From an optimization exercise on the open Yosys and OpenROAD flow, aimed at small area, a short achievable clock period and few clock cycles per item; shortcuts taken in it are not production practice.
In this exercise RTL edits were held to simulation tests only and were not proved equivalent to the original.
Power figures rest on the tool's default switching activity, not on a simulated workload.

Design sdram_top, start of the top module:
module sdram_top
(input        in_HCLK,
 input        in_HRESET,
 input        in_HWRITE,
 input        in_HSEL,
 input [31:0] in_HWDATA,
 input [31:0] in_HADDR,
 output         out_HREADY,
 output  [31:0] out_HRDATA
);
Size in the first run: about 9100 cells after synthesis, roughly 160000 um^2 of cells after synthesis.
clock: 5.0 ns
lec_check: 0
cap_margin: 10
core_margin: 2
core_utilization: 40
cts_cluster_diameter: 80
cts_cluster_size: 30
setup_slack_margin: 2.4
slew_margin: 10
synth_memory_max_bits: 8192
run.sh (not shown) runs the stock make flow with config.mk's settings and CLKGATE_MAP_FILE= SYNTH_SCRIPT=/design/flow/synth_recipe.tcl, a recipe that flattens the netlist after the stock synthesis.
The starting point completed with no timing, DRC or antenna violations.
Testbench counts at the start, summed over its fixed seeds: cycles 19,172, items 12,800.
Edit:
==> flow/flow/run.sh (new file) <==
#!/bin/bash
# The standard layout (standard synthesis unchanged), with the clock tree
# built without dummy loads.
set -euo pipefail
here=$(pwd)
export CTS_ARGS="-sink_clustering_enable -repair_clock_nets -sink_clustering_size 30 -sink_clustering_max_diameter 80 -dont_use_dummy_load"
bash standard.sh > "$here/make_flow.log" 2>&1
==> flow/standard.sh (new file) <==
#!/bin/bash
# synth_recipe.tcl (not shown) runs the flow's synth.tcl, then flattens the netlist and writes it again
# the make line also repeats each setting of config.mk as NAME=value (left out here)
make -C /OpenROAD-flow-scripts/flow DESIGN_CONFIG=/design/flow/config.mk WORK_HOME=/design/flow/orfs CLKGATE_MAP_FILE= SYNTH_SCRIPT=/design/flow/synth_recipe.tcl "${@:-finish}"
CORE_UTILIZATION = 48   (was 40)
removed: flow/run.sh
The new run finished clean; power decreases by a few percent; clock skew rises by 0.025 ns; non-clock buffer count goes down by 56; via count is about the same; sequential cell count does not change; design area fell slightly; synthesized cell count is unchanged; setup slack improves by 0.028 ns; final cell count drops by a few percent; maximum frequency goes up slightly.
Edit:
==> flow/run.sh (new file) <==
#!/bin/bash
# synth_recipe.tcl (not shown) runs the flow's synth.tcl, then flattens the netlist and writes it again
# the make line also repeats each setting of config.mk as NAME=value (left out here)
make -C /OpenROAD-flow-scripts/flow DESIGN_CONFIG=/design/flow/config.mk WORK_HOME=/design/flow/orfs CLKGATE_MAP_FILE= SYNTH_SCRIPT=/design/flow/synth_recipe.tcl finish
CORE_UTILIZATION = 40   (was 48)
SETUP_SLACK_MARGIN = 2.0   (was 2.4)
removed: flow/flow/run.sh
removed: flow/standard.sh
=>
- The changed run completed without violations
- hold slack degrades by 0.086 ns
- cell count rises by a few percent
- core utilization falls by 10 points
- synthesized cell count does not change
- clock skew falls by 0.016 ns
- fmax falls by a few percent
- non-clock buffer count falls by 159
- critical path depth falls by 1
Edit:
CORE_UTILIZATION = 55   (was 40)
SETUP_SLACK_MARGIN = 2.4   (was 2.0)
The changed run passed the timing, design-rule and antenna checks.
Sequential share of layout area went down by 0.78 points.
Clock power went up by about 2%.
Power went up by 1.4%.
Edit:
==> flow/flow/run.sh (new file) <==
#!/bin/bash
# The standard layout (standard synthesis unchanged), with the clock tree
# built without dummy loads.
set -euo pipefail
here=$(pwd)
export CTS_ARGS="-sink_clustering_enable -repair_clock_nets -sink_clustering_size 30 -sink_clustering_max_diameter 80 -dont_use_dummy_load"
bash standard.sh > "$here/make_flow.log" 2>&1
==> flow/standard.sh (new file) <==
#!/bin/bash
# synth_recipe.tcl (not shown) runs the flow's synth.tcl, then flattens the netlist and writes it again
# the make line also repeats each setting of config.mk as NAME=value (left out here)
make -C /OpenROAD-flow-scripts/flow DESIGN_CONFIG=/design/flow/config.mk WORK_HOME=/design/flow/orfs CLKGATE_MAP_FILE= SYNTH_SCRIPT=/design/flow/synth_recipe.tcl "${@:-finish}"
CORE_UTILIZATION = 40   (was 55)
SETUP_SLACK_MARGIN = 2.0   (was 2.4)
removed: flow/run.sh
After rerunning: The new run finished with timing, DRC and antenna clean; design area drops slightly; clock power decreases by roughly a tenth; non-clock buffer count fell by 137; via count goes down by a few percent; power falls by a few percent; routed wire length drops by a few percent; fmax fell by roughly a tenth; first-iteration DRC count drops by a little under a tenth.

-- port drivers added, routing unchanged --
No port has a modelled driver above. Below, the same layouts with a new extraction and two added sets of constraints.
Step 1 sets driving cells, clkbuf_16 on the clock port and buf_2 on the other inputs (assumed; they add their load-dependent delay and slew).
Step 2 also shifts input and output timing later by t, the mid clock arrival at the registers, as if the neighbouring blocks saw the same clock.
Three values: no drivers, after step 1, after step 2; two values: the first two.
run | t, ns | setup WS [ns] | worst setup path at the end | worst data-port slew with drivers (ns) | pins driven straight from the clock port
the first run | 1.028 | 2.039 / 1.615 / 0.587 | input to register | 0.67 | 1
the second run | 0.988 | 2.067 / 1.754 / 0.766 | input to register | 0.51 | 1
the third run | 1.033 | 1.865 / 1.580 / 0.547 | input to register | 0.45 | 1
the fourth run | 1.028 | 2.134 / 1.686 / 0.658 | input to register | 0.72 | 1
the fifth run | 1.010 | 1.792 / 1.528 / 0.518 | input to register | 0.56 | 1
After both steps every run listed still meets setup and hold. For the fourth run, which loses most, drivers alone change the setup slack by -0.448 ns; drivers and shift together by -1.476 ns.
